Source: an optimization exercise on an open RTL-to-GDS flow (aim: small area, a short achievable clock period and few clock cycles per item). Production flows keep margins and buffers that such runs may drop.
The RTL was checked by simulation tests, not by an equivalence proof against the original design.

==> flow/design.v <==
module geofence ( clk,reset,X,Y,R,valid,is_inside);
input clk;
input reset;
input [9:0] X;
input [9:0] Y;
input [10:0] R;
output reg valid;
output reg is_inside;
reg [5:0]  state,next_state;
reg [9:0]  X_buffer [5:0];
reg [9:0]  Y_buffer [5:0];
reg [10:0] R_buffer [5:0];
reg signed [20:0] mul_reg;
reg  [9:0] temp0,temp3;
reg  [10:0] temp1,temp2;
wire signed [10:0] mul_a,mul_b;
wire signed [20:0] mul;
wire [9:0] S;
reg [9:0] S_reg;
assign mul_a = temp0 - temp1;
assign mul_b = temp2 - temp3;
wire bigger_flag;
assign mul = mul_a * mul_b;
assign bigger_flag = (mul_reg < mul)?1'b1:0;
assign S = (temp0+temp1+temp2)>>1;
wire [19:0] sqrt_in;
wire [9:0] sqrt_out;
reg [21:0] area_reg,area_all_reg,next_area_all,next_area_reg;
assign sqrt_in = mul + mul_reg;
DW_sqrt_inst m_sqrt_inst_1(sqrt_in, sqrt_out);
always@(*) begin
	if(state == 8 || state == 10 || state == 12 || state == 14) begin
		if (bigger_flag) next_state = 6;
		else next_state = state + 1;
	end
	else begin
		next_state = state + 1;
	end
	if (&state) begin
		valid = 1;
	end
	else valid = 0;
	if(area_all_reg < area_reg) begin
		is_inside = 0;
	end
	else begin
		is_inside = 1;
	end
	next_area_all = (state > 56)? area_all_reg - mul : area_all_reg + mul;
	next_area_reg = area_reg + mul;
end
always@(posedge clk or posedge reset) begin
	if(reset) begin
		state <= 0;
	end
	else begin
		state <= next_state;
	end
end
always@(posedge clk or posedge reset) begin
	if(reset) begin
		area_reg <= 0;
		area_all_reg <= 0;
	end
	else begin
		case(state)
			0:begin
				X_buffer[0] <= X;
				Y_buffer[0] <= Y;
				R_buffer[0] <= R;
			end
			1:begin
				X_buffer[1] <= X;
				Y_buffer[1] <= Y;
				R_buffer[1] <= R;
			end
			2:begin
				X_buffer[2] <= X;
				Y_buffer[2] <= Y;
				R_buffer[2] <= R;
			end
			3:begin
				X_buffer[3] <= X;
				Y_buffer[3] <= Y;
				R_buffer[3] <= R;
			end
			4:begin
				X_buffer[4] <= X;
				Y_buffer[4] <= Y;
				R_buffer[4] <= R;
			end
			5:begin
				X_buffer[5] <= X;
				Y_buffer[5] <= Y;
				R_buffer[5] <= R;
			end
			6: begin
				temp0 <= X_buffer[1];
				temp1 <= X_buffer[0];
				temp2 <= Y_buffer[2];
				temp3 <= Y_buffer[0];
			end
			7:begin
				mul_reg <= mul;
				temp0 <= Y_buffer[1];
				temp1 <= Y_buffer[0];
				temp2 <= X_buffer[2];
				temp3 <= X_buffer[0];
			end
			8: begin
				if(bigger_flag) begin
					X_buffer[1] <= X_buffer[2];
					X_buffer[2] <= X_buffer[1];
					Y_buffer[1] <= Y_buffer[2];
					Y_buffer[2] <= Y_buffer[1];
					R_buffer[1] <= R_buffer[2];
					R_buffer[2] <= R_buffer[1];
				end
				temp0 <= X_buffer[2];
				temp1 <= X_buffer[0];
				temp2 <= Y_buffer[3];
				temp3 <= Y_buffer[0];
			end
			9: begin
				mul_reg <= mul;
				temp0 <= Y_buffer[2];
				temp1 <= Y_buffer[0];
				temp2 <= X_buffer[3];
				temp3 <= X_buffer[0];				
			end
			10: begin
				if(bigger_flag) begin
					X_buffer[2] <= X_buffer[3];
					X_buffer[3] <= X_buffer[2];
					Y_buffer[2] <= Y_buffer[3];
					Y_buffer[3] <= Y_buffer[2];
					R_buffer[2] <= R_buffer[3];
					R_buffer[3] <= R_buffer[2];
				end
				temp0 <= X_buffer[3];
				temp1 <= X_buffer[0];
				temp2 <= Y_buffer[4];
				temp3 <= Y_buffer[0];
			end
			11: begin
				mul_reg <= mul;
				temp0 <= Y_buffer[3];
				temp1 <= Y_buffer[0];
				temp2 <= X_buffer[4];
				temp3 <= X_buffer[0];					
			end
			12: begin
				if(bigger_flag) begin
					X_buffer[3] <= X_buffer[4];
					X_buffer[4] <= X_buffer[3];
					Y_buffer[3] <= Y_buffer[4];
					Y_buffer[4] <= Y_buffer[3];
					R_buffer[3] <= R_buffer[4];
					R_buffer[4] <= R_buffer[3];
				end
				temp0 <= X_buffer[4];
				temp1 <= X_buffer[0];
				temp2 <= Y_buffer[5];
				temp3 <= Y_buffer[0];							
			end
			13: begin
				mul_reg <= mul;
				temp0 <= Y_buffer[4];
				temp1 <= Y_buffer[0];
				temp2 <= X_buffer[5];
				temp3 <= X_buffer[0];			
			end
			14: begin
				if(bigger_flag) begin
					X_buffer[4] <= X_buffer[5];
					X_buffer[5] <= X_buffer[4];
					Y_buffer[4] <= Y_buffer[5];
					Y_buffer[5] <= Y_buffer[4];
					R_buffer[4] <= R_buffer[5];
					R_buffer[5] <= R_buffer[4];
				end
				temp0 <= X_buffer[0];
				temp1 <= X_buffer[1];
				temp2 <= X_buffer[0];
				temp3 <= X_buffer[1];
			end
			15: begin
				mul_reg <= mul;
				temp0 <= Y_buffer[0];
				temp1 <= Y_buffer[1];
				temp2 <= Y_buffer[0];
				temp3 <= Y_buffer[1];
			end
			16: begin
				temp0 <= sqrt_out;
				temp1 <= R_buffer[0];
				temp2 <= R_buffer[1];
				mul_reg <= 0;
			end
			17: begin
				S_reg <= S;
				temp0 <= S;
				temp1 <= 0;
				temp2 <= S;
				temp3 <= temp0; 
			end
			18: begin
				temp0 <= S_reg;
				temp1 <= R_buffer[0];
				temp2 <= S_reg;
				temp3 <= R_buffer[1];
				S_reg <= sqrt_out;
			end
			19: begin
				temp0 <= S_reg;
				temp1 <= 0;
				temp2 <= sqrt_out;
				temp3 <= 0;
			end
			20: begin
				area_reg <= next_area_reg;
				temp0 <= X_buffer[1];
				temp1 <= X_buffer[2];
				temp2 <= X_buffer[1];
				temp3 <= X_buffer[2];
			end
			21: begin
				mul_reg <= mul;
				temp0 <= Y_buffer[1];
				temp1 <= Y_buffer[2];
				temp2 <= Y_buffer[1];
				temp3 <= Y_buffer[2];
			end
			22: begin
				temp0 <= sqrt_out;
				temp1 <= R_buffer[1];
				temp2 <= R_buffer[2];
				mul_reg <= 0;
			end
			23: begin
				S_reg <= S;
				temp0 <= S;
				temp1 <= 0;
				temp2 <= S;
				temp3 <= temp0; 
			end
			24: begin
				temp0 <= S_reg;
				temp1 <= R_buffer[1];
				temp2 <= S_reg;
				temp3 <= R_buffer[2];
				S_reg <= sqrt_out;
			end
			25: begin
				temp0 <= S_reg;
				temp1 <= 0;
				temp2 <= sqrt_out;
				temp3 <= 0;
			end
			26: begin
				area_reg <= next_area_reg;
				temp0 <= X_buffer[2];
				temp1 <= X_buffer[3];
				temp2 <= X_buffer[2];
				temp3 <= X_buffer[3];	
			end
			27: begin
				mul_reg <= mul;
				temp0 <= Y_buffer[2];
				temp1 <= Y_buffer[3];
				temp2 <= Y_buffer[2];
				temp3 <= Y_buffer[3];
			end
			28: begin
				temp0 <= sqrt_out;
				temp1 <= R_buffer[2];
				temp2 <= R_buffer[3];
				mul_reg <= 0;
			end
			29: begin
				S_reg <= S;
				temp0 <= S;
				temp1 <= 0;
				temp2 <= S;
				temp3 <= temp0; 
			end
			30: begin
				temp0 <= S_reg;
				temp1 <= R_buffer[2];
				temp2 <= S_reg;
				temp3 <= R_buffer[3];
				S_reg <= sqrt_out;
			end
			31: begin
				temp0 <= S_reg;
				temp1 <= 0;
				temp2 <= sqrt_out;
				temp3 <= 0;
			end
			32: begin
				area_reg <= next_area_reg;
				temp0 <= X_buffer[3];
				temp1 <= X_buffer[4];
				temp2 <= X_buffer[3];
				temp3 <= X_buffer[4];	
			end
			33: begin
				mul_reg <= mul;
				temp0 <= Y_buffer[3];
				temp1 <= Y_buffer[4];
				temp2 <= Y_buffer[3];
				temp3 <= Y_buffer[4];
			end
			34: begin
				temp0 <= sqrt_out;
				temp1 <= R_buffer[3];
				temp2 <= R_buffer[4];
				mul_reg <= 0;
			end
			35: begin
				S_reg <= S;
				temp0 <= S;
				temp1 <= 0;
				temp2 <= S;
				temp3 <= temp0; 
			end
			36: begin
				temp0 <= S_reg;
				temp1 <= R_buffer[3];
				temp2 <= S_reg;
				temp3 <= R_buffer[4];
				S_reg <= sqrt_out;
			end
			37: begin
				temp0 <= S_reg;
				temp1 <= 0;
				temp2 <= sqrt_out;
				temp3 <= 0;
			end
			38: begin
				area_reg <= next_area_reg;
				temp0 <= X_buffer[4];
				temp1 <= X_buffer[5];
				temp2 <= X_buffer[4];
				temp3 <= X_buffer[5];	
			end
			39: begin
				mul_reg <= mul;
				temp0 <= Y_buffer[4];
				temp1 <= Y_buffer[5];
				temp2 <= Y_buffer[4];
				temp3 <= Y_buffer[5];
			end
			40: begin
				temp0 <= sqrt_out;
				temp1 <= R_buffer[4];
				temp2 <= R_buffer[5];
				mul_reg <= 0;
			end
			41: begin
				S_reg <= S;
				temp0 <= S;
				temp1 <= 0;
				temp2 <= S;
				temp3 <= temp0; 
			end
			42: begin
				temp0 <= S_reg;
				temp1 <= R_buffer[4];
				temp2 <= S_reg;
				temp3 <= R_buffer[5];
				S_reg <= sqrt_out;
			end
			43: begin
				temp0 <= S_reg;
				temp1 <= 0;
				temp2 <= sqrt_out;
				temp3 <= 0;
			end
			44: begin
				area_reg <= next_area_reg;
				temp0 <= X_buffer[5];
				temp1 <= X_buffer[0];
				temp2 <= X_buffer[5];
				temp3 <= X_buffer[0];	
			end
			45: begin
				mul_reg <= mul;
				temp0 <= Y_buffer[5];
				temp1 <= Y_buffer[0];
				temp2 <= Y_buffer[5];
				temp3 <= Y_buffer[0];
			end
			46: begin
				temp0 <= sqrt_out;
				temp1 <= R_buffer[5];
				temp2 <= R_buffer[0];
				mul_reg <= 0;
			end
			47: begin
				S_reg <= S;
				temp0 <= S;
				temp1 <= 0;
				temp2 <= S;
				temp3 <= temp0; 
			end
			48: begin
				temp0 <= S_reg;
				temp1 <= R_buffer[5];
				temp2 <= S_reg;
				temp3 <= R_buffer[0];
				S_reg <= sqrt_out;
			end
			49: begin
				temp0 <= S_reg;
				temp1 <= 0;
				temp2 <= sqrt_out;
				temp3 <= 0;
			end
			50: begin
				area_reg <= next_area_reg;
				temp0 <= X_buffer[0];
				temp2 <= Y_buffer[1];
			end
			51: begin
				temp0 <= X_buffer[1];
				temp2 <= Y_buffer[2];
				area_all_reg <= next_area_all;
			end
			52: begin
				temp0 <= X_buffer[2];
				temp2 <= Y_buffer[3];
				area_all_reg <= next_area_all;
			end
			53: begin
				temp0 <= X_buffer[3];
				temp2 <= Y_buffer[4];
				area_all_reg <= next_area_all;
			end
			54: begin
				temp0 <= X_buffer[4];
				temp2 <= Y_buffer[5];
				area_all_reg <= next_area_all;
			end
			55: begin
				temp0 <= X_buffer[5];
				temp2 <= Y_buffer[0];
				area_all_reg <= next_area_all;
			end
			56: begin
				temp0 <= X_buffer[1];
				temp2 <= Y_buffer[0];
				area_all_reg <= next_area_all;
			end
			57: begin
				temp0 <= X_buffer[2];
				temp2 <= Y_buffer[1];
				area_all_reg <= next_area_all;
			end
			58: begin
				temp0 <= X_buffer[3];
				temp2 <= Y_buffer[2];
				area_all_reg <= next_area_all;
			end
			59: begin
				temp0 <= X_buffer[4];
				temp2 <= Y_buffer[3];
				area_all_reg <= next_area_all;
			end
			60: begin
				temp0 <= X_buffer[5];
				temp2 <= Y_buffer[4];
				area_all_reg <= next_area_all;
			end
			61: begin
				temp0 <= X_buffer[0];
				temp2 <= Y_buffer[5];
				area_all_reg <= next_area_all;
			end
			62: begin
				area_all_reg <= next_area_all>>1;
			end
			63: begin
				area_all_reg <= 0;
				area_reg <= 0;
			end
		endcase
	end
end
endmodule
module DW_sqrt_inst (radicand, square_root);
    parameter radicand_width = 20;
    parameter tc_mode        = 0;
    input  [radicand_width-1 : 0]       radicand;
    output [(radicand_width+1)/2-1 : 0] square_root;
    localparam RW = (radicand_width+1)/2;
    reg [2*RW-1:0] rad;
    reg [RW+1:0]   rem;
    reg [RW+1:0]   trial;
    reg [RW-1:0]   root;
    integer i;
    always @(*) begin
        rad  = radicand;
        rem  = {(RW+2){1'b0}};
        root = {RW{1'b0}};
        for (i = RW-1; i >= 0; i = i - 1) begin
            rem   = {rem[RW-1:0], rad[2*i+1], rad[2*i]};
            trial = {root, 2'b01};
            if (rem >= trial) begin
                rem  = rem - trial;
                root = {root[RW-2:0], 1'b1};
            end else begin
                root = {root[RW-2:0], 1'b0};
            end
        end
    end
    assign square_root = root;
endmodule
==> flow/run.sh <==
#!/bin/bash
# synth_recipe.tcl (not shown) runs the flow's synth.tcl, then flattens the netlist and writes it again
# the make line also repeats each setting of config.mk as NAME=value (left out here)
make -C /OpenROAD-flow-scripts/flow DESIGN_CONFIG=/design/flow/config.mk WORK_HOME=/design/flow/orfs CLKGATE_MAP_FILE= SYNTH_SCRIPT=/design/flow/synth_recipe.tcl finish
==> flow/config.mk <==
export PLATFORM = sky130hd
export DESIGN_NAME = geofence
export DESIGN_NICKNAME = geofence
export VERILOG_FILES = /design/flow/design.v
export SDC_FILE = /design/flow/constraint.sdc
export NUM_CORES = 4
export LEC_CHECK = 0
export CAP_MARGIN = 20
export CORE_MARGIN = 2
export CORE_UTILIZATION = 40
export SLEW_MARGIN = 20
==> flow/constraint.sdc <==
create_clock -name core_clock -period 25.0 [get_ports {clk}]
set_input_delay 5.0000 -clock core_clock [delete_from_list [all_inputs] [get_ports {clk}]]
set_output_delay 5.0000 -clock core_clock [all_outputs]
set_load 0.01 [all_outputs]
==> impl_metrics.tcl <==
set metrics [dict create \
    outcome "complete, no violations" \
    hp-class "reg2reg" \
    dp_slack_ns -0.1953 \
    fp-row-count 101 \
    hold_viol 0 \
    htree_levels 2 \
    layout_min_cycle_time_ns 23.50 \
    ios 35 \
    fin_setup_tns_ns 0 \
    ys_seq_elements 309 \
    crit_type "reg2reg" \
    wl_um 113300 \
    firstDrtPassIters 10 \
    syn-cell-area_mm2 0.03042 \
    cts_tree "done" \
    clockBufferDepth 3 \
    largest_reg_flops 66 \
    cts_hold_buffers 0 \
    endpoint_kind "register" \
    drive_above_1_share_pct 10.30 \
    antennaDiodeCount 0 \
    cpMostUsedCell "ha_1" \
    worst_path_largest_cell_delay_ns 0.54 \
    cp-start-kind "register" \
    post-route-worst-setup-slack_ns 1.504 \
    cpMaxStageDelayCell "fa_1" \
    worst_slew_pin_slew_ns 1.206 \
    synth_edf_count 259 \
    yosysWarnings 5 \
    die_h_um 279.8 \
    relSlewSlack_pct 19.59 \
    path_clk_slew_ns 0.06 \
    synth-seq-area-share_pct 29.68 \
    crit_fanout 17 \
    slew_viol_final 0 \
    grt_pass1_vias 27360 \
    ys_types 103 \
    hpwl_um 82140 \
    die_x_um 279.8 \
    synthesis.nets 3859 \
    via_count 27800 \
    synthCells 3455 \
    synthArstFlopShare_pct 16.18 \
    drc_errors 0 \
    cts_buffers 39 \
    root_buffer "clkbuf_16" \
    crit_required_ns 25.30 \
    synth_flop_cell "edfxtp_1" \
    grt_pass1_wl_um 171900 \
    layout.nets 3919 \
    die_area_mm2 0.07827 \
    skew_ns 0.04674 \
    period_share_pct 93.99 \
    max_freq_mhz 42.56 \
    antenna_found_initial 4 \
    top_regs "R_buffer: 66 flops, X_buffer: 60 flops, Y_buffer: 60 flops" \
    routedWlPerCell_um 25.06 \
    clkLatencyLatePin_ns 0.59 \
    viasPerCell 6.150 \
    ant_nets 0 \
    overflow 0 \
    grtUsageTotal_pct 28.60 \
    core-area_mm2 0.07557 \
    start_util_pct 40.25 \
    io_buffers 34 \
    regMostFlops "R_buffer" \
    routabilityCongestion 1.002 \
    areaGrowthSynthToFinish_pct 12.03 \
    cts_sinks 309 \
    drv_cap 0 \
    drt-initial-drc-count 2861 \
    cp.arrival_ns 23.79 \
    avgSynthCellArea_um2 8.805 \
    setup_viol 0 \
    grt_max_degree 65 \
]
[final timing paths]
check | start | end | slack, ns | cells after the start
setup reg to reg | temp1[1]$_DFFE_PP_ | temp2[0]$_DFFE_PP_ | 1.50 | 120
setup / recovery | temp1[1]$_DFFE_PP_ | temp2[0]$_DFFE_PP_ | 1.50 | 120
max in group asynchronous | reset | area_all_reg[15]$_DFFE_PP0P_ | 19.24 | 3
hold reg to reg | area_reg[6]$_DFFE_PP0P_ | area_reg[6]$_DFFE_PP0P_ | 0.52 | 1
min in group asynchronous | reset | state[2]$_DFF_PP0_ | 5.22 | 3
hold / removal | area_reg[6]$_DFFE_PP0P_ | area_reg[6]$_DFFE_PP0P_ | 0.52 | 1
[layer usage]
metal	GRT usage, %	vias up	part of all wire, %
li1	-	12670	-
met1	36.00	13220	40
met2	45.43	1460	44
met3	5.338	448	8.5
met4	17.73	6	7.5
met5	0	-	0.037
[timing repair]
action / 4_1_cts / 5_1_grt
setup buffers: 0 / 19
cloned: 0 / 2
endpoints found under the setup margin: 3 / 6
gates resized for setup: 4 / 55
pin swaps: 0 / 11
[layout make-up]
type	count	area (um2)
sequential	309	9029
timing repair buffer	181	1451
clock inverter	21	227.7
inverter	321	1209
fill	7448	41490
multi-input combinational	2663	19930
tap	978	1224
clock buffer	48	1010
[critical path, delay by kind of cell (launching register included)]
kind | cells | cell delay, ns
AOI/OAI and AO/OA | 50 | 8.90
xor gates and xnor gates | 2 | 0.34
adders and majority gates | 17 | 6.21
buffers and inverters | 14 | 1.43
DFF | 1 | 0.46
muxes | 5 | 1.60
and+or+nand+nor | 32 | 4.21
[kinds of logic (layout without fill, tap and decap cells)]
kind of cell               after synthesis  after routing  synth area share, %
xor gates and xnor gates               165            165                4.837
DFF                                    309            309                29.68
buffers and inverters                  485            571                6.096
muxes                                   70             70                2.501
and+or+nand+nor                       1075           1077                15.64
adders and majority gates              371            371                18.42
AOI/OAI and AO/OA                      980            980                22.83
[layout by cell type (no fill, tap or decap), types with 36 or more instances in the layout]
cell type and instances:
a21o_1 55, nand2b_1 44, a221oi_1 70, clkbuf_16 39
a22o_1 40, a22oi_1 234, nor2_1 256, nand4_1 36
fa_1 125, inv_1 311, xor2_1 37, buf_4 143
a31oi_1 41, nand2_1 496, dfrtp_1 50, mux2_2 45
xnor2_1 120, o21ai_0 121, nand3_1 71, a21oi_1 157
ha_1 237, edfxtp_1 259
[cells in the mapped netlist, types with 35 or more instances]
cell type / n / area, um2
nand2_1: 497 / 1866
inv_1: 314 / 1179
nor2_1: 269 / 1010
edfxtp_1: 259 / 7777
ha_1: 243 / 3040
a22oi_1: 234 / 1757
a21oi_1: 175 / 875.8
clkbuf_1: 144 / 540.5
fa_1: 128 / 2562
xnor2_1: 125 / 1095
o21ai_0: 124 / 620.6
nand3_1: 71 / 355.3
a221oi_1: 70 / 613.1
a21o_1: 55 / 412.9
dfrtp_1: 50 / 1251
mux2_2: 45 / 506.7
a31oi_1: 44 / 275.3
nand2b_1: 44 / 275.3
a22o_1: 40 / 350.3
xor2_1: 38 / 332.8
nand4_1: 36 / 225.2
nor3_1: 35 / 175.2
o21bai_1: 35 / 262.8
[metrics by stage]
stage	area [um2]	std cells	util, %	hold WS (ns)
detailed placement	32410	4428	42.89	0.5100
global route	34080	4521	45.10	0.5458
floorplan	30420	3455	-	0.4668
global placement	32400	4427	42.88	0.5052
finish	34080	4521	45.10	0.5217
CTS	33670	4497	44.55	0.5264
Testbench counts, summed over its fixed seeds: cycles 147,583, items 1,600.

[afterwards: timing with drivers on the ports]
The results above use ideal ports. As a check the final layout listed here was re-extracted and re-timed, cells and wires unchanged. Step 1, drivers: a clkbuf_16 drives clk and a buf_2 each remaining input, both assumed. Step 2 also shifts input and output timing later by t, the mid clock arrival at the registers, as if the neighbouring blocks saw the same clock. a / b / c = ideal ports / drivers / drivers and shift; a / b = the first two.
t, ns: 0.625
setup slack, ns: 1.504 / 1.504 / 1.504
worst register clock-pin slew, ns: 0.06 / 0.06
pins driven straight from the clock port: 1
After both steps setup and hold are still met in this run. The setup slack of this run moves by 0.000 ns with the drivers and by 0.000 ns with both steps.
